Context: an optimization exercise on an open-source flow, tuned for small area. The choices shown serve that exercise and are no tape-out recipe. The RTL was checked by simulation tests, not by an equivalence proof against the original design. The clock port is modelled as an ideal driver; clocking choices that lean on that would not hold on a real chip. Power and IR drop assume default switching activity.

==> flow/flow/abc/area07.abc <==
strash
&get -n
&deepsyn -T 60 -S 7
&put
dch -f
amap
topo
==> flow/flow/synth.tcl <==
# The standard flow's own synthesis script (synth_recipe.tcl), with only the ABC
# mapping of the combinational logic changed: every area-oriented ABC
# script in flow/abc/ is run on the same design and the smallest result
# (by liberty cell area) is kept.
proc abc {args} {
  set i [lsearch -exact $args -script]
  set j [lsearch -exact $args -liberty]
  set lib [lindex $args [expr {$j + 1}]]
  yosys design -save pre_abc
  set best 1e30
  foreach s [lsort [glob $::env(FLOW_WORK)/flow/abc/area*.abc]] {
    yosys design -load pre_abc
    lset args [expr {$i + 1}] $s
    yosys abc {*}$args
    yosys tee -q -o $::env(RESULTS_DIR)/abc_area.txt stat -liberty $lib
    set f [open $::env(RESULTS_DIR)/abc_area.txt]
    set t [read $f]
    close $f
    regexp {Chip area for module[^:]*:\s*([0-9.]+)} $t -> a
    puts "area abc: [file tail $s] $a"
    if {$a < $best} {
      set best $a
      yosys design -save best_abc
    }
  }
  yosys design -load best_abc
}
source $::env(FLOW_WORK)/synth_recipe.tcl
==> flow/flow/abc/area05.abc <==
strash
&get -n
&deepsyn -T 60 -S 5
&put
dch -f
amap
topo
==> flow/flow/abc/area02.abc <==
strash
&get -n
&deepsyn -T 60 -S 2
&put
dch -f
amap
topo
==> flow/flow/abc/area11.abc <==
strash
&get -n
&deepsyn -T 60 -S 11
&put
dch -f
amap
topo
==> flow/flow/abc/area04.abc <==
strash
&get -n
&deepsyn -T 60 -S 4
&put
dch -f
amap
topo
==> flow/flow/abc/area99.abc <==
strash
dch -f
amap
topo
==> flow/flow/abc/area10.abc <==
strash
&get -n
&deepsyn -T 60 -S 10
&put
dch -f
amap
topo
==> flow/design.v <==
module petra(
	input wire clock,
	input wire reset,
	input wire send_message,
	input wire [8 - 1:0] data_in,
	output reg [8 - 1:0] data_out,
	output reg irq_tx,
	output reg irq_rx,
	input wire signal,
	output reg led
	);
	localparam T_INIT = 3'd0;
	localparam T_WAIT = 3'd1;
	localparam T_ECC  = 3'd2;
	localparam T_TS   = 3'd3;
	localparam T_NORM = 3'd4;
	localparam T_IP1  = 3'd5;
	localparam T_IP   = 3'd6;
	localparam T_ACK  = 3'd7;
	localparam R_INIT = 2'd0;
	localparam R_RECV = 2'd1;
	localparam R_WAIT = 2'd2;
	reg [2:0] tx_state;
	reg [1:0] rx_state;
	reg tx_seq;
	reg rx_seq;
	reg arbiter_ack;
	reg ack_send;       
	reg message_send;   
	reg tx_sent_ack;
	reg rx_ack;         
	reg [1:0] rx_notify_ack;
	reg tx_start_transfer;
	reg [7:0] current_message;
	reg [10:0] current_packet;
	function [3:0] db_next(input [3:0] c);
		db_next = {c[2:0], c[3] ^ c[2] ^ ~(c[2] | c[1] | c[0])};
	endfunction
	reg tm_zero;
	reg [7:0] tm;
	wire tx_timeout = tm_zero & ~tm[0];
	wire timer_reset = reset | (tx_state == T_IP1);
	wire [7:0] tm_next = {tm[6:0], tm[7] ^ tm[5] ^ tm[4] ^ tm[3] ^ ~|tm[6:0]};
	always @(posedge clock)
	begin
		tm <= tm_zero ? 8'd0 : tm_next;
		tm_zero <= ~tm_zero & (tm == 8'b1000_0000);
		if (timer_reset)
		begin
			tm_zero <= 1'b1;
			tm[0] <= 1'b1;
		end
	end
	reg [4:0] enc_pos;
	wire [10:0] enc_mask;
	assign enc_mask[0] = (enc_pos[3:0] == 4'b0000) | (enc_pos[3:0] == 4'b0001) | (enc_pos[3:0] == 4'b0010) | (enc_pos[3:0] == 4'b1000);
	assign enc_mask[1] = (enc_pos[3:0] == 4'b0000) | (enc_pos[3:0] == 4'b0100) | (enc_pos[3:0] == 4'b1001) | (enc_pos[3:0] == 4'b1000);
	assign enc_mask[2] = (enc_pos[3:0] == 4'b0001) | (enc_pos[3:0] == 4'b0100) | (enc_pos[3:0] == 4'b0011) | (enc_pos[3:0] == 4'b1000);
	assign enc_mask[3] = (enc_pos[3:0] == 4'b0000) | (enc_pos[3:0] == 4'b0001) | (enc_pos[3:0] == 4'b0100) | (enc_pos[3:0] == 4'b0110);
	assign enc_mask[4] = (enc_pos[3:0] == 4'b0000) | (enc_pos[3:0] == 4'b1101) | (enc_pos[3:0] == 4'b1010) | (enc_pos[3:0] == 4'b1000);
	assign enc_mask[5] = (enc_pos[3:0] == 4'b0001) | (enc_pos[3:0] == 4'b1101) | (enc_pos[3:0] == 4'b0101) | (enc_pos[3:0] == 4'b1000);
	assign enc_mask[6] = (enc_pos[3:0] == 4'b0000) | (enc_pos[3:0] == 4'b0001) | (enc_pos[3:0] == 4'b1101) | (enc_pos[3:0] == 4'b1011);
	assign enc_mask[7] = (enc_pos[3:0] == 4'b0100) | (enc_pos[3:0] == 4'b1101) | (enc_pos[3:0] == 4'b0111) | (enc_pos[3:0] == 4'b1000);
	assign enc_mask[8] = (enc_pos[3:0] == 4'b0000) | (enc_pos[3:0] == 4'b0100) | (enc_pos[3:0] == 4'b1101) | (enc_pos[3:0] == 4'b1111);
	assign enc_mask[9] = (enc_pos[3:0] == 4'b0001) | (enc_pos[3:0] == 4'b0100) | (enc_pos[3:0] == 4'b1101) | (enc_pos[3:0] == 4'b1110);
	assign enc_mask[10] = (enc_pos[3:0] == 4'b0000) | (enc_pos[3:0] == 4'b0001) | (enc_pos[3:0] == 4'b0100) | (enc_pos[3:0] == 4'b1101) | (enc_pos[3:0] == 4'b1100) | (enc_pos[3:0] == 4'b1000);
	wire enc_bit = ^(current_packet & enc_mask);
	reg [3:0] enc_cnt;
	wire enc_idle = enc_pos[4] & enc_pos[3];
	wire enc_irq = enc_pos[4] & ~enc_pos[3] & enc_pos[0];
	wire enc_match = enc_bit ? (enc_cnt == 4'b1001) : (enc_cnt == 4'b0010);
	always @(posedge clock)
	begin
		led <= 1'b0;
		if (!tx_start_transfer)
		begin
			enc_pos[4] <= 1'b1;
			enc_pos[3] <= 1'b1;
		end else if (enc_idle)
		begin
			enc_pos <= 5'd0;
			enc_cnt <= 4'd0;
			led <= 1'b1;
		end else if (!enc_pos[4])
		begin
			enc_cnt <= db_next(enc_cnt);
			if (enc_match)
			begin
				led <= 1'b1;
				enc_cnt <= 4'd0;
				enc_pos[3:0] <= db_next(enc_pos[3:0]);
				if (enc_pos[3:0] == 4'b1000)
					enc_pos[4] <= 1'b1;
			end
		end else if (!enc_pos[0])
			enc_pos[0] <= 1'b1;
		if (reset)
			led <= 1'b0;
	end
	reg [15:0] dec_d;       
	reg dec_pv;             
	reg dec_pval;           
	reg dec_zero;           
	reg [3:0] dec_bit;
	reg [2:0] dec_cnt;      
	reg dec_started;
	reg dec_irq;
	reg dec_finished;
	integer i;
	wire dec_abort = dec_started & ~signal & dec_cnt[2] & ~dec_cnt[1];
	wire [15:0] dec_wsel;
	assign dec_wsel[0] = (dec_bit == 4'b0001);
	assign dec_wsel[1] = (dec_bit == 4'b0010);
	assign dec_wsel[2] = (dec_bit == 4'b0100);
	assign dec_wsel[3] = (dec_bit == 4'b1001);
	assign dec_wsel[4] = (dec_bit == 4'b0011);
	assign dec_wsel[5] = (dec_bit == 4'b0110);
	assign dec_wsel[6] = (dec_bit == 4'b1101);
	assign dec_wsel[7] = (dec_bit == 4'b1010);
	assign dec_wsel[8] = (dec_bit == 4'b0101);
	assign dec_wsel[9] = (dec_bit == 4'b1011);
	assign dec_wsel[10] = (dec_bit == 4'b0111);
	assign dec_wsel[11] = (dec_bit == 4'b1111);
	assign dec_wsel[12] = (dec_bit == 4'b1110);
	assign dec_wsel[13] = (dec_bit == 4'b1100);
	assign dec_wsel[14] = (dec_bit == 4'b1000);
	assign dec_wsel[15] = (dec_bit == 4'b0000);
	always @(posedge clock)
	begin
		for (i = 0; i < 16; i = i + 1)
			if (dec_pv & dec_wsel[i])
				dec_d[i] <= dec_pval;
		dec_pv <= dec_started & signal & (dec_cnt != 3'd0);
		dec_pval <= dec_cnt[2];
		dec_zero <= reset | dec_abort | ~dec_finished;
		dec_cnt <= signal ? 3'd0 : {dec_cnt[1:0], ~dec_cnt[2]};
		if (signal & ~dec_started)
			dec_bit <= 4'd0;
		else if (signal & (dec_cnt != 3'd0))
			dec_bit <= db_next(dec_bit);
		if (reset)
		begin
			dec_d[15] <= 1'b0;
			dec_pv <= 1'b0;
			dec_started <= 1'b0;
			dec_irq <= 1'b0;
			dec_finished <= 1'b0;
		end else if (signal)
		begin
			if (!dec_started)
			begin
				dec_started <= 1'b1;
				dec_irq <= 1'b0;
			end else if (dec_bit == 4'b1000)
			begin
				dec_finished <= 1'b1;
				dec_irq <= 1'b1;
				dec_started <= 1'b0;
			end
		end else if (dec_abort)
		begin
			dec_started <= 1'b0;
			dec_irq <= 1'b0;
		end
	end
	wire [15:0] x = {dec_d[14:0], dec_d[15]};
	wire [7:0] xa, xb;
	genvar m;
	generate for (m = 0; m < 8; m = m + 1) begin : g_pair
		assign xa[m] = x[2*m] ^ x[2*m+1];
		assign xb[m] = x[2*m+1];
	end endgenerate
	wire s1 = ((xb[0] ^ xb[1]) ^ (xb[2] ^ xb[3])) ^ ((xb[4] ^ xb[5]) ^ (xb[6] ^ xb[7]));
	wire c67 = xa[6] ^ xa[7];
	wire c23 = xa[2] ^ xa[3];
	wire c45 = xa[4] ^ xa[5];
	wire s4 = c23 ^ c67;
	wire s8 = c45 ^ c67;
	wire s2 = (xa[1] ^ xa[3]) ^ (xa[5] ^ xa[7]);
	wire o2 = (xa[0] ^ xa[1]) ^ (s4 ^ c45);
	wire syn0 = ~(s1 | s2 | s4 | s8);
	wire rx_correct = dec_zero | o2 | syn0;
	wire [3:0] syn_lo = {s2 & s1, s2 & ~s1, ~s2 & s1, ~s2 & ~s1};
	wire [3:0] syn_hi = {s8 & s4, s8 & ~s4, ~s8 & s4, ~s8 & ~s4} & {4{o2}};
	wire [15:0] flip;
	generate for (m = 0; m < 16; m = m + 1) begin : g_flip
		assign flip[m] = syn_hi[m/4] & syn_lo[m%4];
	end endgenerate
	wire [15:0] cx = x ^ flip;
	wire keep = ~dec_zero & (o2 | syn0);
	wire [7:0] received_data = {cx[12], cx[11], cx[10], cx[9], cx[7], cx[6], cx[5], cx[3]} & {8{keep}};
	wire [2:0] received_head = {cx[15], cx[14], cx[13]} & {3{~dec_zero}};
	wire arbiter_message = (tx_state == T_WAIT) | (tx_state == T_NORM) |
	                       (tx_state == T_IP1) | (tx_state == T_IP) |
	                       (((tx_state == T_ECC) | (tx_state == T_TS)) &
	                        (current_packet[9:8] == 2'b00));
	always @(posedge clock)
	begin
		if (reset)
		begin
			ack_send <= 1'b0;
			message_send <= 1'b0;
		end else
		begin
			message_send <= arbiter_message & (message_send | ~arbiter_ack);
			ack_send <= arbiter_ack & ~(message_send & arbiter_message);
		end
	end
	always @(posedge clock)
	begin
		if (reset)
		begin
			tx_state <= T_INIT;
			rx_state <= R_INIT;
			arbiter_ack <= 1'b0;
			tx_seq <= 1'b0;
			rx_seq <= 1'b0;
			rx_notify_ack <= 2'b00;
			irq_tx <= 1'b0;
			irq_rx <= 1'b0;
			tx_start_transfer <= 1'b0;
			data_out <= 8'd0;
		end else
		begin
			case (tx_state)
				T_INIT: begin
					if (ack_send)
					begin
						current_packet <= {rx_seq, rx_ack, ~rx_ack, 8'b0000_0000};
						tx_state <= T_ECC;
					end else if (send_message)
						tx_state <= T_WAIT;
					current_message <= data_in;
				end
				T_WAIT: begin
					if (message_send)
					begin
						tx_state <= T_ECC;
						current_packet <= {tx_seq, 2'b00, current_message};
					end
				end
				T_ECC: tx_state <= T_TS;
				T_TS: begin
					tx_state <= (current_packet[9:8] == 2'b00) ? T_NORM : T_ACK;
					tx_start_transfer <= 1'b1;
				end
				T_NORM: tx_state <= T_IP1;
				T_IP1, T_IP: begin
					tx_state <= T_IP;
					if (tx_timeout || rx_notify_ack == 2'b10)
					begin
						tx_start_transfer <= 1'b0;
						tx_state <= T_TS;
						rx_notify_ack <= 2'b00;
					end else if (rx_notify_ack == 2'b01)
					begin
						tx_seq <= ~tx_seq;
						tx_state <= T_INIT;
						rx_notify_ack <= 2'b00;
						irq_tx <= 1'b1;
					end
				end
				T_ACK: begin
					if (enc_irq)
					begin
						arbiter_ack <= 1'b0;
						tx_sent_ack <= 1'b1;
						tx_state <= T_INIT;
					end
				end
			endcase
			case (rx_state)
				R_INIT: begin
					if (dec_irq)
						rx_state <= R_RECV;
				end
				R_RECV: begin
					if (rx_correct)
					begin
						if (received_head[1:0] == 2'b00 &&
							received_head[2] == rx_seq)
						begin
							rx_ack <= 1'b0;
							tx_sent_ack <= 1'b0;
							rx_state <= R_WAIT;
							arbiter_ack <= 1'b1;
						end else if (received_head[1:0] == 2'b00)
						begin
							rx_ack <= 1'b1;
							rx_state <= R_INIT;
							arbiter_ack <= 1'b1;
						end else if (received_head[1:0] != 2'b11)
						begin
							rx_notify_ack <= received_head[1:0];
							rx_state <= R_INIT;
						end
					end else
					begin
						arbiter_ack <= 1'b1;
						rx_ack <= 1'b1;
						rx_state <= R_INIT;
					end
				end
				default: begin
					if (tx_sent_ack)
					begin
						data_out <= received_data;
						irq_rx <= 1'b1;
						rx_state <= R_INIT;
						rx_seq <= ~rx_seq;
					end
				end
			endcase
		end
	end
endmodule
==> flow/flow/abc/area08.abc <==
strash
&get -n
&deepsyn -T 60 -S 8
&put
dch -f
amap
topo
==> flow/flow/run.sh <==
#!/bin/bash
# Layout: the standard flow (standard.sh) with
#  - the standard synthesis, but the logic mapped by the smallest of
#    several area-oriented ABC scripts (flow/synth.tcl, flow/abc/), and
#    with no half/full adder cells extracted before ABC (ADDER_MAP_FILE
#    empty), so ABC maps all of the logic
#  - small port buffers
#  - a clock tree without dummy loads, its buffers then shrunk as far as
#    the flip-flop clock pin slew allows (flow/post_cts.tcl)
set -euo pipefail
export FLOW_WORK=$(pwd)
export POST_CTS_TCL=$FLOW_WORK/flow/post_cts.tcl
bash standard.sh \
  SYNTH_SCRIPT=$FLOW_WORK/flow/synth.tcl \
  ADDER_MAP_FILE= \
  "BUFFER_PORTS_ARGS=-buffer_cell sky130_fd_sc_hd__buf_1" \
  "CTS_ARGS=-sink_clustering_enable -repair_clock_nets -dont_use_dummy_load -buf_list sky130_fd_sc_hd__clkbuf_8" \
  finish > flow_make.log 2>&1
==> flow/flow/abc/area09.abc <==
strash
&get -n
&deepsyn -T 60 -S 9
&put
dch -f
amap
topo
==> flow/flow/post_cts.tcl <==
# Shrink each clock tree buffer to the smallest clock buffer that keeps
# every flip-flop clock pin's slew under a target, checked on placement
# parasitics. Leaves are tried first, then the root.
proc clk_max_sink_slew {} {
  set worst 0
  foreach pin [get_pins -hierarchical */CLK] {
    set s [get_property $pin slew_max]
    if {$s > $worst} { set worst $s }
  }
  return $worst
}
set target 0.118
set sizes {sky130_fd_sc_hd__clkbuf_1 sky130_fd_sc_hd__clkbuf_2 sky130_fd_sc_hd__clkbuf_4 sky130_fd_sc_hd__clkbuf_8 sky130_fd_sc_hd__clkbuf_16}
estimate_parasitics -placement
set bufs {}
foreach inst [get_cells -hierarchical clkbuf_*] {
  # leaves (driving flip-flops) before the root
  if {[string match "clkbuf_0_*" [get_name $inst]]} { lappend bufs [list 1 $inst] } else { lappend bufs [list 0 $inst] }
}
foreach item [lsort -index 0 $bufs] {
  set inst [lindex $item 1]
  set name [get_name $inst]
  set orig [get_name [get_lib_cells -of_objects $inst]]
  foreach m $sizes {
    if {$m eq $orig} { break }
    replace_cell $name $m
    estimate_parasitics -placement
    if {[clk_max_sink_slew] <= $target} {
      puts "post_cts: $name $orig -> $m"
      break
    }
    replace_cell $name $orig
    estimate_parasitics -placement
  }
}
puts "post_cts: worst clock pin slew [clk_max_sink_slew]"
==> flow/constraint.sdc <==
create_clock -name core_clock -period 10.0 [get_ports {clock}]
set_input_delay 2.0000 -clock core_clock [delete_from_list [all_inputs] [get_ports {clock}]]
set_output_delay 2.0000 -clock core_clock [all_outputs]
set_load 0.01 [all_outputs]
==> flow/config.mk <==
export PLATFORM = sky130hd
export DESIGN_NAME = petra
export DESIGN_NICKNAME = petra
export VERILOG_FILES = /design/flow/design.v
export SDC_FILE = /design/flow/constraint.sdc
export NUM_CORES = 4
export LEC_CHECK = 0
export CAP_MARGIN = 20
export CORE_MARGIN = 2
export CORE_UTILIZATION = 40
export SLEW_MARGIN = 20
==> flow/flow/abc/area01.abc <==
strash
&get -n
&deepsyn -T 60 -S 1
&put
dch -f
amap
topo
==> flow/flow/abc/area03.abc <==
strash
&get -n
&deepsyn -T 60 -S 3
&put
dch -f
amap
topo
==> flow/flow/abc/area12.abc <==
strash
&get -n
&deepsyn -T 60 -S 12
&put
dch -f
amap
topo
==> flow/flow/abc/area06.abc <==
strash
&get -n
&deepsyn -T 60 -S 6
&put
dch -f
amap
topo
==> flow/standard.sh <==
#!/bin/bash
# synth_recipe.tcl (not shown) runs the flow's synth.tcl, then flattens the netlist and writes it again
# the make line also repeats each setting of config.mk as NAME=value (left out here)
make -C /OpenROAD-flow-scripts/flow DESIGN_CONFIG=/design/flow/config.mk WORK_HOME=/design/flow/orfs CLKGATE_MAP_FILE= SYNTH_SCRIPT=/design/flow/synth_recipe.tcl "${@:-finish}"
==> impl_metrics.env, run 1 <==
export IMPL_run_status="no timing/DRC/antenna violations"
export IMPL_most_repeated_cell_in_the_gate_level_netlist_after_synthesis="sky130_fd_sc_hd__nor2_1"
export IMPL_synthMuxAreaShare=0
export IMPL_post_layout_total_power_mw=0.750
export IMPL_detail_route_vias_per_cell=5.02
export IMPL_synth_net_count=481
export IMPL_antenna_diode_count=0
export IMPL_synthesized_area_fraction_occupied_by_xor_and_xnor_cells=0.00217
export IMPL_synth_largest_area_cell="sky130_fd_sc_hd__edfxtp_1"
export IMPL_finalHoldViolCount=0
export IMPL_first_pass_grt_wire_length_um=13600
export IMPL_compound_gate_portion_of_the_synthesized_area=0.158
export IMPL_finalSetupTns_ns=0
export IMPL_synth_area_mm2=0.00404
export IMPL_synth_seq_area_share=0.562
export IMPL_cellLeakagePower_nw=1.48
export IMPL_post_drt_wl_per_cell_um=12.7
export IMPL_route_vias_total=3190
export IMPL_kind_of_end_point_of_the_critical_path="register"
export IMPL_netlist_top_cells_area="sky130_fd_sc_hd__edfxtp_1, sky130_fd_sc_hd__dfxtp_1, sky130_fd_sc_hd__nor2_1, sky130_fd_sc_hd__clkinv_1, sky130_fd_sc_hd__a21oi_1"
export IMPL_chipHeight_um=105
export IMPL_worst_setup_hold_path_clk_slew_ns=0.11
export IMPL_first_global_vias=3024
export IMPL_count_of_nets_left_with_antenna_violations_after_detail_routing=0
export IMPL_maxClockFrequency_ghz=0.285
export IMPL_dieArea_mm2=0.0109
export IMPL_overflow=0
export IMPL_finish_net_count=516
export IMPL_area_growth_syn_to_layout_pct=8.98
export IMPL_synthSimpleGateAreaFrac=0.228
export IMPL_async_reset_ff_frac=0
export IMPL_top_level_ports=23
export IMPL_synth_enable_flop_cells=43
export IMPL_cts_sink_count=92
export IMPL_finish_cell_count_without_fillers=635
export IMPL_postSynthCellCount=469
export IMPL_endpoint_arrival_time_on_the_critical_path_ns=3.61
export IMPL_grt_start_max_net_pins=20
export IMPL_final_min_clock_period_ns=3.51
export IMPL_port_buffers=22
export IMPL_synthFlopType="sky130_fd_sc_hd__dfxtp_1"
export IMPL_cellPowerDensity_mw_per_mm2=170
export IMPL_final_period_utilization=0.351
export IMPL_power_ir_vdd_worst_v=0.0000838
export IMPL_route_detailed_drc=0
export IMPL_synthTopCellsByCount="sky130_fd_sc_hd__nor2_1, sky130_fd_sc_hd__clkinv_1, sky130_fd_sc_hd__dfxtp_1"
export IMPL_initial_core_util=0.414
export IMPL_timing_worst_slew_pin_value_ns=0.962
export IMPL_yosys_warnings=1
export IMPL_yosys_register_bits=92
export IMPL_hold_path_class="reg -> reg"
export IMPL_synth_cell_type_count=30
export IMPL_cts_tree="yes"
export IMPL_timing_slew_headroom=0.353
export IMPL_core_area_mm2=0.00977
export IMPL_first_iter_violations=156
export IMPL_worst_skew_pair_late_latency_ns=0.37
export IMPL_placedCellCount=626
export IMPL_detail_route_first_pass_iterations=4
export IMPL_post_route_cells_drive_above_1_share=0.0239
export IMPL_crit_type="reg -> reg"
export IMPL_grt_setup_unrepaired="no"
export IMPL_placement_rows=36
export IMPL_synth_top_family_by_area="simple AND/OR/NAND/NOR gates"
export IMPL_dp_hpwl_um=6080
export IMPL_syn_avg_cell_area_um2=8.62
export IMPL_synthAdderAreaFrac=0
export IMPL_wirelength_um=8060
export IMPL_startpoint_type="register"
export IMPL_required_time_reported_for_the_critical_path_endpoint_ns=10.10
export IMPL_die_w_um=105
export IMPL_critPathMaxFanout=10
export IMPL_synth_top_area_share=0.319
export IMPL_skew_ns=0.0298
export IMPL_maxCapViolCount=0
export IMPL_report_final_slew_viol_count=0
export IMPL_grt_antenna_before_repair=0
export IMPL_setup_violations=0
export IMPL_grt_usage=0.155
export IMPL_place_congestion=0.921
[final timing paths]
check,to,cells after the start,start,slack [ns]
worst min-delay path,dec_pval,0,dec_cnt[2],0.38
worst max register to register,enc_pos[2],14,enc_pos[0],6.49
worst max-delay path,enc_pos[2],14,enc_pos[0],6.49
worst min register to register,dec_pval,0,dec_cnt[2],0.38
[cells by family (layout without fill, tap and decap cells)]
family / Yosys count / after routing
simple gates: 213 / 213
flops: 92 / 92
compound gates: 110 / 110
buf+inv: 53 / 86
xor+xnor: 1 / 1
[placed cells by master, fill, tap and decap left out, drive strengths merged]
master,count
nor2,110
clkinv,53
dfxtp,49
edfxtp,43
nand2,42
a21oi,38
o21ai,34
buf,24
nor3,20
nor2b,18
o22ai,15
or2,9
clkbuf,9
nand3,5
a211oi,4
nor4,4
a221oi,3
a22oi,3
a31o,3
a2111oi,2
a31oi,2
nand4,2
a22o,1
a32oi,1
o2111ai,1
xor2,1
a311o,1
a21boi,1
and3,1
or4,1
or3,1
o21a,1
[routing by layer]
metal / global-route usage / vias to the layer above / wire length [um]
li1: - / 1693 / -
met1: 0.186 / 1434 / 3640
met2: 0.264 / 53 / 4020
met3: 0.0424 / 10 / 300
met4: 0.0598 / 0 / 95
met5: 0 / - / 0
[critical path, stage by stage (launching register included)]
cell and delay [ns]:
sky130_fd_sc_hd__edfxtp_1 0.56, sky130_fd_sc_hd__clkinv_1 0.24, sky130_fd_sc_hd__nor2_1 0.24, sky130_fd_sc_hd__clkinv_1 0.15, sky130_fd_sc_hd__a221oi_1 0.23, sky130_fd_sc_hd__a2111oi_0 0.13
sky130_fd_sc_hd__o21ai_0 0.22, sky130_fd_sc_hd__o22ai_1 0.11, sky130_fd_sc_hd__o21ai_0 0.23, sky130_fd_sc_hd__xor2_1 0.22, sky130_fd_sc_hd__a221oi_1 0.10, sky130_fd_sc_hd__o21ai_0 0.19
sky130_fd_sc_hd__clkinv_1 0.14, sky130_fd_sc_hd__o21ai_0 0.34, sky130_fd_sc_hd__nor2_1 0.12
[report_power, final]
part / internal (mW) / switching, mW
clock network: 0.0597 / 0.109
registers: 0.435 / 0.0248
logic: 0.0416 / 0.0809
[registers in the layout, summed over array words and instances (netlist names), 2 cells and up]
name and count:
tx_state 3, rx_notify_ack 2, current_packet 11, dec_bit 4, tm 8, enc_pos 5, dec_d 16, data_out 8
dec_cnt 3, current_message 8, rx_state 2, enc_cnt 4
[metrics by stage]
step                worst slack (ns)  hold WS, ns  cell area (um2)   util
detailed placement              6.45        0.368             4310  0.441
global route                    6.12        0.387             4410  0.451
finish                          6.49        0.377             4410  0.451
global placement                6.50        0.366             4310  0.441
floorplan                       6.65        0.351             4040      -
[area by class of cell]
type / instances / area (um2)
inverters: 53 / 199
flip-flops and latches: 92 / 2270
multi-input cells: 324 / 1580
fillers: 1002 / 5370
well taps: 133 / 166
repair buffers: 24 / 97.6
clock buffers: 9 / 92.6
==> run 2, diff against run 1 <==
==> flow/flow/abc/area13.abc (new file) <==
strash
&get -n
&deepsyn -T 60 -S 13
&put
dch -f
amap
topo
==> flow/flow/abc/area14.abc (new file) <==
strash
&get -n
&deepsyn -T 60 -S 14
&put
dch -f
amap
topo
==> flow/flow/abc/area15.abc (new file) <==
strash
&get -n
&deepsyn -T 60 -S 15
&put
dch -f
amap
topo
==> flow/flow/abc/area16.abc (new file) <==
strash
&get -n
&deepsyn -T 60 -S 16
&put
dch -f
amap
topo
==> flow/flow/abc/area17.abc (new file) <==
strash
&get -n
&deepsyn -T 60 -S 17
&put
dch -f
amap
topo
==> flow/flow/abc/area18.abc (new file) <==
strash
&get -n
&deepsyn -T 60 -S 18
&put
dch -f
amap
topo
==> flow/flow/abc/area19.abc (new file) <==
strash
&get -n
&deepsyn -T 60 -S 19
&put
dch -f
amap
topo
==> flow/flow/abc/area20.abc (new file) <==
strash
&get -n
&deepsyn -T 60 -S 20
&put
dch -f
amap
topo
==> flow/flow/abc/area21.abc (new file) <==
strash
&get -n
&deepsyn -T 60 -S 21
&put
dch -f
amap
topo
==> flow/flow/abc/area22.abc (new file) <==
strash
&get -n
&deepsyn -T 60 -S 22
&put
dch -f
amap
topo
==> flow/flow/abc/area23.abc (new file) <==
strash
&get -n
&deepsyn -T 60 -S 23
&put
dch -f
amap
topo
==> flow/flow/abc/area24.abc (new file) <==
strash
&get -n
&deepsyn -T 60 -S 24
&put
dch -f
amap
topo
removed: flow/flow/abc/area01.abc
removed: flow/flow/abc/area03.abc
removed: flow/flow/abc/area04.abc
removed: flow/flow/abc/area05.abc
removed: flow/flow/abc/area06.abc
removed: flow/flow/abc/area07.abc
removed: flow/flow/abc/area08.abc
removed: flow/flow/abc/area09.abc
removed: flow/flow/abc/area10.abc
removed: flow/flow/abc/area12.abc
==> run 2 against run 1 <==
Against the previous run:
- still clean
- synthesized area is 0.15% lower
- clock skew is 0.00062 ns lower
- first-iteration DRC count is 31% higher
- sequential share of layout area is 0.35 points higher
- clock-buffer cell count stayed put
- sequential power is about 10% lower
- critical path type unchanged
==> impl_metrics.env, run 2 <==
export IMPL_grt_start_max_net_pins=23
export IMPL_core_area_mm2=0.00977
export IMPL_placedCellCount=622
export IMPL_skew_ns=0.0292
export IMPL_count_of_nets_left_with_antenna_violations_after_detail_routing=0
export IMPL_grt_antenna_before_repair=0
export IMPL_top_level_ports=23
export IMPL_dp_hpwl_um=5870
export IMPL_synthFlopType="sky130_fd_sc_hd__dfxtp_1"
export IMPL_most_common_library_cell_in_the_layout_ignoring_fill_and_taps="sky130_fd_sc_hd__nor2_1"
export IMPL_worst_skew_pair_late_latency_ns=0.52
export IMPL_post_route_cells_drive_above_1_share=0.0181
export IMPL_final_period_utilization=0.381
export IMPL_setup_violations=0
export IMPL_die_w_um=104
export IMPL_synth_seq_area_share=0.563
export IMPL_maxClockFrequency_ghz=0.262
export IMPL_chipHeight_um=104
export IMPL_reg_top3="dec_d: 16 flops, current_packet: 11 flops"
export IMPL_synthAdderAreaFrac=0
export IMPL_fin_ws_ns=6.19
export IMPL_grt_setup_unrepaired="no"
export IMPL_post_route_cell_area_mm2=0.00438
export IMPL_route_vias_total=3122
export IMPL_synthesized_area_fraction_occupied_by_xor_and_xnor_cells=0.00217
export IMPL_required_time_reported_for_the_critical_path_endpoint_ns=10.24
export IMPL_finalSetupTns_ns=0
export IMPL_max_flop_register="dec_d"
export IMPL_timing_worst_slew_pin_value_ns=0.990
export IMPL_synth_largest_area_cell="sky130_fd_sc_hd__edfxtp_1"
export IMPL_post_drt_wl_per_cell_um=12.2
export IMPL_synth_cell_type_count=35
export IMPL_place_worst_setup_slack_ns=6.24
export IMPL_dieArea_mm2=0.0109
export IMPL_crit_type="reg -> reg"
export IMPL_synthTopCellsByCount="sky130_fd_sc_hd__nor2_1, sky130_fd_sc_hd__clkinv_1, sky130_fd_sc_hd__dfxtp_1"
export IMPL_post_layout_total_power_mw=0.616
export IMPL_detail_route_first_pass_iterations=5
export IMPL_first_pass_grt_wire_length_um=13200
export IMPL_antenna_diode_count=0
export IMPL_placedInstanceArea_mm2=0.00429
export IMPL_first_global_vias=2908
export IMPL_port_buffers=22
export IMPL_report_final_slew_viol_count=0
export IMPL_area_growth_syn_to_layout_pct=8.40
export IMPL_finish_net_count=512
export IMPL_cts_sink_count=92
export IMPL_worst_r2r_setup_slack_ns=6.19
export IMPL_overflow=0
export IMPL_async_reset_ff_frac=0
export IMPL_finish_cell_count_without_fillers=631
export IMPL_placement_rows=36
export IMPL_cts_tree="yes"
export IMPL_critPathMaxFanout=7
export IMPL_netlist_top_cells_area="sky130_fd_sc_hd__edfxtp_1, sky130_fd_sc_hd__dfxtp_1, sky130_fd_sc_hd__nor2_1, sky130_fd_sc_hd__clkinv_1, sky130_fd_sc_hd__a21oi_1"
export IMPL_power_ir_vdd_worst_v=0.0000865
export IMPL_cellPowerDensity_mw_per_mm2=141
export IMPL_route_detailed_drc=0
export IMPL_synthSimpleGateAreaFrac=0.220
export IMPL_syn_avg_cell_area_um2=8.64
export IMPL_yosys_register_bits=92
export IMPL_run_status="no timing/DRC/antenna violations"
export IMPL_worst_setup_hold_path_clk_slew_ns=0.10
export IMPL_most_repeated_cell_in_the_gate_level_netlist_after_synthesis="sky130_fd_sc_hd__nor2_1"
export IMPL_startpoint_type="register"
export IMPL_kind_of_end_point_of_the_critical_path="register"
export IMPL_synth_enable_flop_cells=43
export IMPL_synth_net_count=479
export IMPL_initial_core_util=0.413
export IMPL_yosys_warnings=1
export IMPL_synth_area_mm2=0.00404
export IMPL_synth_top_area_share=0.320
export IMPL_synthMuxAreaShare=0
export IMPL_synth_top_family_by_area="simple AND/OR/NAND/NOR gates"
export IMPL_hold_path_class="reg -> reg"
export IMPL_cellLeakagePower_nw=1.45
export IMPL_final_min_clock_period_ns=3.81
export IMPL_postSynthCellCount=467
export IMPL_finalHoldViolCount=0
export IMPL_place_congestion=0.942
export IMPL_endpoint_arrival_time_on_the_critical_path_ns=4.06
export IMPL_post_route_util=0.448
export IMPL_timing_slew_headroom=0.340
export IMPL_compound_gate_portion_of_the_synthesized_area=0.164
export IMPL_hold_worst_slack_ns=0.381
export IMPL_detail_route_vias_per_cell=4.95
export IMPL_most_frequent_cells_in_the_layout="sky130_fd_sc_hd__nor2_1, sky130_fd_sc_hd__clkinv_1, sky130_fd_sc_hd__dfxtp_1"
export IMPL_maxCapViolCount=0
export IMPL_first_iter_violations=204
export IMPL_largest_register_ff_count=16
export IMPL_grt_usage=0.149
export IMPL_wirelength_um=7720
## run 2: cell count changes in the layout (fill, tap and decap cells not counted), moves of 3 or more
cell,before,now
sky130_fd_sc_hd__or2_0,9,4
sky130_fd_sc_hd__nor2_1,110,118
sky130_fd_sc_hd__o21ai_0,34,30
sky130_fd_sc_hd__o221ai_1,0,3
sky130_fd_sc_hd__nor3_1,20,14
sky130_fd_sc_hd__nand2_1,42,39
## run 2: power by group
part	internal (mW)	switching, mW
sequential	0.405	0.00684
combinational	0.0128	0.0261
clock	0.0561	0.109
## run 2: kinds of logic (layout without fill, tap and decap cells)
| kind of cell | count (synthesis) | after routing |
|---|---|---|
| and+or+nand+nor | 208 | 208 |
| AOI/OAI and AO/OA | 111 | 111 |
| DFF | 92 | 92 |
| buffers and inverters | 55 | 86 |
| xor gates and xnor gates | 1 | 1 |
## run 2: final cells by class
cell class	instances	area [um2]
well taps	133	166
repair buffers	22	82.6
flip-flops and latches	92	2270
inverters	55	206
multi-input cells	320	1560
fillers	967	5400
clock buffers	9	90.1
## run 2: worst max-delay path: stages, from the launching register on
cell                        delay [ns]
sky130_fd_sc_hd__dfxtp_1          0.48
sky130_fd_sc_hd__clkinv_1         0.22
sky130_fd_sc_hd__nor2_1           0.22
sky130_fd_sc_hd__clkinv_1         0.15
sky130_fd_sc_hd__nor2_1           0.32
sky130_fd_sc_hd__nor2_1           0.09
sky130_fd_sc_hd__o22a_1           0.22
sky130_fd_sc_hd__nor2_1           0.10
sky130_fd_sc_hd__a21oi_1          0.06
sky130_fd_sc_hd__o21ai_0          0.22
sky130_fd_sc_hd__nor2_1           0.07
sky130_fd_sc_hd__a21oi_1          0.17
sky130_fd_sc_hd__nor2_1           0.05
sky130_fd_sc_hd__a2111oi_0        0.46
sky130_fd_sc_hd__clkinv_1         0.24
sky130_fd_sc_hd__a21oi_1          0.28
sky130_fd_sc_hd__nand2_1          0.11
sky130_fd_sc_hd__clkinv_1         0.07
## run 2: final timing paths
| check | startpoint | end | depth (start not counted) |
|---|---|---|---|
| worst min-delay path | dec_cnt[2] | dec_pval | 0 |
| worst min register to register | dec_cnt[2] | dec_pval | 0 |
| worst max register to register | enc_pos[3] | enc_pos[1] | 17 |
| worst max-delay path | enc_pos[3] | enc_pos[1] | 17 |
## run 2: layer usage
layer	vias to the layer above	global-route usage	wire, um	share of wire
met5	-	0	0	0
li1	1673	-	-	-
met2	56	0.216	3300	0.43
met3	8	0.0288	286	0.037
met1	1385	0.213	4010	0.52
met4	0	0.0705	125	0.016
==> run 3, diff against run 2 <==
==> flow/flow/abc/area25.abc (new file) <==
strash
&get -n
&deepsyn -T 60 -S 25
&put
dch -f
amap
topo
==> flow/flow/abc/area26.abc (new file) <==
strash
&get -n
&deepsyn -T 60 -S 26
&put
dch -f
amap
topo
==> flow/flow/abc/area27.abc (new file) <==
strash
&get -n
&deepsyn -T 60 -S 27
&put
dch -f
amap
topo
==> flow/flow/abc/area28.abc (new file) <==
strash
&get -n
&deepsyn -T 60 -S 28
&put
dch -f
amap
topo
==> flow/flow/abc/area29.abc (new file) <==
strash
&get -n
&deepsyn -T 60 -S 29
&put
dch -f
amap
topo
==> flow/flow/abc/area30.abc (new file) <==
strash
&get -n
&deepsyn -T 60 -S 30
&put
dch -f
amap
topo
==> flow/flow/abc/area31.abc (new file) <==
strash
&get -n
&deepsyn -T 60 -S 31
&put
dch -f
amap
topo
==> flow/flow/abc/areaL11.abc (new file) <==
strash
&get -n
&deepsyn -T 90 -S 11
&put
dch -f
amap
topo
==> flow/flow/abc/areaL13.abc (new file) <==
strash
&get -n
&deepsyn -T 90 -S 13
&put
dch -f
amap
topo
==> flow/flow/abc/areaL19.abc (new file) <==
strash
&get -n
&deepsyn -T 90 -S 19
&put
dch -f
amap
topo
removed: flow/flow/abc/area02.abc
removed: flow/flow/abc/area11.abc
removed: flow/flow/abc/area14.abc
removed: flow/flow/abc/area15.abc
removed: flow/flow/abc/area16.abc
removed: flow/flow/abc/area17.abc
removed: flow/flow/abc/area18.abc
removed: flow/flow/abc/area20.abc
removed: flow/flow/abc/area21.abc
removed: flow/flow/abc/area22.abc
removed: flow/flow/abc/area23.abc
removed: flow/flow/abc/area24.abc
removed: flow/flow/abc/area99.abc
==> run 3 against run 2 <==
Against the previous run:
- utilization did not move
- combinational power barely moved
- sequential share of layout area did not move
- sequential power barely moved
- final cell count did not move
- clock-buffer cell count did not move
- critical endpoint unchanged
==> impl_metrics.env, run 3 <==
export IMPL_critical_path_cell_chain="clkinv_1, nor2_1, clkinv_1, nor2_1, nor2_1, o22a_1, nor2_1, a21oi_1, o21ai_0, nor2_1, a21oi_1, nor2_1, a2111oi_0, clkinv_1, a21oi_1, nand2_1, clkinv_1"
export IMPL_max_stage_delay_ns=0.48
export IMPL_largest_register_ff_count=16
export IMPL_grt_start_max_net_pins=23
export IMPL_synth_enable_flop_cells=43
export IMPL_synth_area_mm2=0.00404
export IMPL_timing_worst_slew_pin_value_ns=0.990
export IMPL_antenna_diode_count=0
export IMPL_nFillCells=967
export IMPL_worst_skew_pair_late_latency_ns=0.52
export IMPL_cts_sink_count=92
export IMPL_yosys_register_bits=92
export IMPL_post_drt_wl_per_cell_um=12.2
export IMPL_first_iter_violations=204
export IMPL_place_worst_setup_slack_ns=6.24
export IMPL_skew_ns=0.0292
export IMPL_finalHoldViolCount=0
export IMPL_synthMuxAreaShare=0
export IMPL_postSynthCellCount=467
export IMPL_maxClockFrequency_ghz=0.262
export IMPL_report_final_slew_viol_count=0
export IMPL_route_vias_total=3122
export IMPL_maxCapViolCount=0
export IMPL_first_pass_grt_wire_length_um=13200
export IMPL_synthAdderAreaFrac=0
export IMPL_fin_ws_ns=6.19
export IMPL_power_ir_vdd_worst_v=0.0000865
export IMPL_netlist_top_cells_area="sky130_fd_sc_hd__edfxtp_1, sky130_fd_sc_hd__dfxtp_1, sky130_fd_sc_hd__nor2_1, sky130_fd_sc_hd__clkinv_1, sky130_fd_sc_hd__a21oi_1"
export IMPL_timing_slew_headroom=0.340
export IMPL_critPathMaxFanout=7
export IMPL_dieArea_mm2=0.0109
export IMPL_grt_usage=0.149
export IMPL_synthTopCellsByCount="sky130_fd_sc_hd__nor2_1, sky130_fd_sc_hd__clkinv_1, sky130_fd_sc_hd__dfxtp_1"
export IMPL_placement_rows=36
export IMPL_final_period_utilization=0.381
export IMPL_hold_worst_slack_ns=0.381
export IMPL_endpoint_arrival_time_on_the_critical_path_ns=4.06
export IMPL_finish_net_count=512
export IMPL_dp_hpwl_um=5870
export IMPL_die_w_um=104
export IMPL_run_status="no timing/DRC/antenna violations"
export IMPL_initial_core_util=0.413
export IMPL_synthesized_area_fraction_occupied_by_xor_and_xnor_cells=0.00217
export IMPL_area_growth_syn_to_layout_pct=8.40
export IMPL_synth_top_area_share=0.320
export IMPL_syn_avg_cell_area_um2=8.64
export IMPL_grt_setup_unrepaired="no"
export IMPL_top_level_ports=23
export IMPL_critical_path_most_common_cell="sky130_fd_sc_hd__nor2_1"
export IMPL_place_congestion=0.942
export IMPL_synthSimpleGateAreaFrac=0.220
export IMPL_synthFlopType="sky130_fd_sc_hd__dfxtp_1"
export IMPL_yosys_warnings=1
export IMPL_most_repeated_cell_in_the_gate_level_netlist_after_synthesis="sky130_fd_sc_hd__nor2_1"
export IMPL_finalSetupTns_ns=0
export IMPL_wirelength_um=7720
export IMPL_detail_route_first_pass_iterations=5
export IMPL_detail_route_vias_per_cell=4.95
export IMPL_grt_antenna_before_repair=0
export IMPL_placedInstanceArea_mm2=0.00429
export IMPL_post_route_util=0.448
export IMPL_cpMaxStageDelayCell="sky130_fd_sc_hd__dfxtp_1"
export IMPL_post_route_cells_drive_above_1_share=0.0181
export IMPL_most_common_library_cell_in_the_layout_ignoring_fill_and_taps="sky130_fd_sc_hd__nor2_1"
export IMPL_finish_cell_count_without_fillers=631
export IMPL_required_time_reported_for_the_critical_path_endpoint_ns=10.24
export IMPL_reg_top3="dec_d: 16 flops, current_packet: 11 flops"
export IMPL_synth_top_family_by_area="simple AND/OR/NAND/NOR gates"
export IMPL_route_detailed_drc=0
export IMPL_startpoint_type="register"
export IMPL_cts_tree="yes"
export IMPL_synth_seq_area_share=0.563
export IMPL_hold_path_class="reg -> reg"
export IMPL_async_reset_ff_frac=0
export IMPL_final_min_clock_period_ns=3.81
export IMPL_crit_type="reg -> reg"
export IMPL_synth_cell_type_count=35
export IMPL_overflow=0
export IMPL_cellPowerDensity_mw_per_mm2=141
export IMPL_count_of_nets_left_with_antenna_violations_after_detail_routing=0
export IMPL_core_area_mm2=0.00977
export IMPL_placedCellCount=622
export IMPL_post_layout_total_power_mw=0.616
export IMPL_first_global_vias=2908
export IMPL_max_flop_register="dec_d"
export IMPL_synth_largest_area_cell="sky130_fd_sc_hd__edfxtp_1"
export IMPL_worst_setup_hold_path_clk_slew_ns=0.10
export IMPL_cellLeakagePower_nw=1.45
export IMPL_port_buffers=22
export IMPL_most_frequent_cells_in_the_layout="sky130_fd_sc_hd__nor2_1, sky130_fd_sc_hd__clkinv_1, sky130_fd_sc_hd__dfxtp_1"
export IMPL_kind_of_end_point_of_the_critical_path="register"
export IMPL_chipHeight_um=104
export IMPL_post_route_cell_area_mm2=0.00438
export IMPL_compound_gate_portion_of_the_synthesized_area=0.164
export IMPL_setup_violations=0
export IMPL_critPathTopFamily="compound AO/OA/AOI/OAI gates"
export IMPL_crit_buf_inv=4
export IMPL_synth_net_count=479
run 3: cell counts in the layout (fill, tap and decap cells not counted):
Identical to the previous run, type by type.
run 3: power by group:
part	internal (mW)	switching [mW]	total (mW)
combinational	0.0128	0.0261	0.0389
clock	0.0561	0.109	0.165
sequential	0.405	0.00684	0.412
total	0.474	0.142	0.616
run 3: kinds of logic after synthesis:
family,after synthesis
XOR/XNOR,1
AND/OR/NAND/NOR,208
buffers and inverters,55
AO/OA/AOI/OAI,111
flip-flops,92
run 3: worst register-to-register path: stages, from the launching register on:
cell                        delay (ns)
sky130_fd_sc_hd__dfxtp_1          0.48
sky130_fd_sc_hd__clkinv_1         0.23
sky130_fd_sc_hd__nor2_1           0.22
sky130_fd_sc_hd__clkinv_1         0.15
sky130_fd_sc_hd__nor2_1           0.32
sky130_fd_sc_hd__nor2_1           0.09
sky130_fd_sc_hd__o22a_1           0.22
sky130_fd_sc_hd__nor2_1           0.10
sky130_fd_sc_hd__a21oi_1          0.06
sky130_fd_sc_hd__o21ai_0          0.22
sky130_fd_sc_hd__nor2_1           0.07
sky130_fd_sc_hd__a21oi_1          0.17
sky130_fd_sc_hd__nor2_1           0.05
sky130_fd_sc_hd__a2111oi_0        0.46
sky130_fd_sc_hd__clkinv_1         0.24
sky130_fd_sc_hd__a21oi_1          0.28
sky130_fd_sc_hd__nand2_1          0.11
sky130_fd_sc_hd__clkinv_1         0.07
run 3: cell type report:
class | instances | area, um2 | share of cell area
well taps | 133 | 166 | 0.0380
multi-input cells | 320 | 1560 | 0.356
inverters | 55 | 206 | 0.0472
flip-flops and latches | 92 | 2270 | 0.519
repair buffers | 22 | 82.6 | 0.0189
clock buffers | 9 | 90.1 | 0.0206
run 3: per-layer routing:
metal  track usage  wire, um
met1         0.213      4010
met2         0.216      3300
met3        0.0288       286
met4        0.0705       125
met5             0         0
run 3: worst paths after layout:
check	startpoint	endpoint	slack, ns	depth (start not counted)
hold reg to reg	dec_cnt[2]	dec_pval	0.38	0
setup reg to reg	enc_pos[3]	enc_pos[1]	6.19	17
setup / recovery	enc_pos[3]	enc_pos[1]	6.19	17
hold / removal	dec_cnt[2]	dec_pval	0.38	0

[re-timing with driven ports]
In the flow no input, the clock included, has a driving cell. The finished layouts below were timed again as built, in two steps. Step 1 assumes that a clkbuf_16 drives the clock port and a buf_2 every other input. Step 2 adds t to the input delays and takes it off the output delays; t is the mean of the earliest and latest rising clock arrival at the registers after step 1. Input paths then give back, and output paths get back, about the clock's delay inside the block. Three values: ideal, step 1, step 2; two values: the first two.
run	t (ns)	slack for setup (ns)	worst setup path after step 2	latest minus earliest clock arrival (ns)	slew at the worst register clock pin (ns)
run 1	0.387	6.490 / 6.490 / 6.474	input to register	0.030 / 0.030	0.11 / 0.11
run 2	0.536	6.188 / 6.188 / 6.188	register to register	0.030 / 0.029	0.11 / 0.11
run 3	0.536	6.188 / 6.188 / 6.188	register to register	0.030 / 0.029	0.11 / 0.11
After both steps every run listed still meets setup and hold. The setup slack of run 1, which loses most, moves by 0.000 ns with the drivers and by -0.016 ns with both steps.
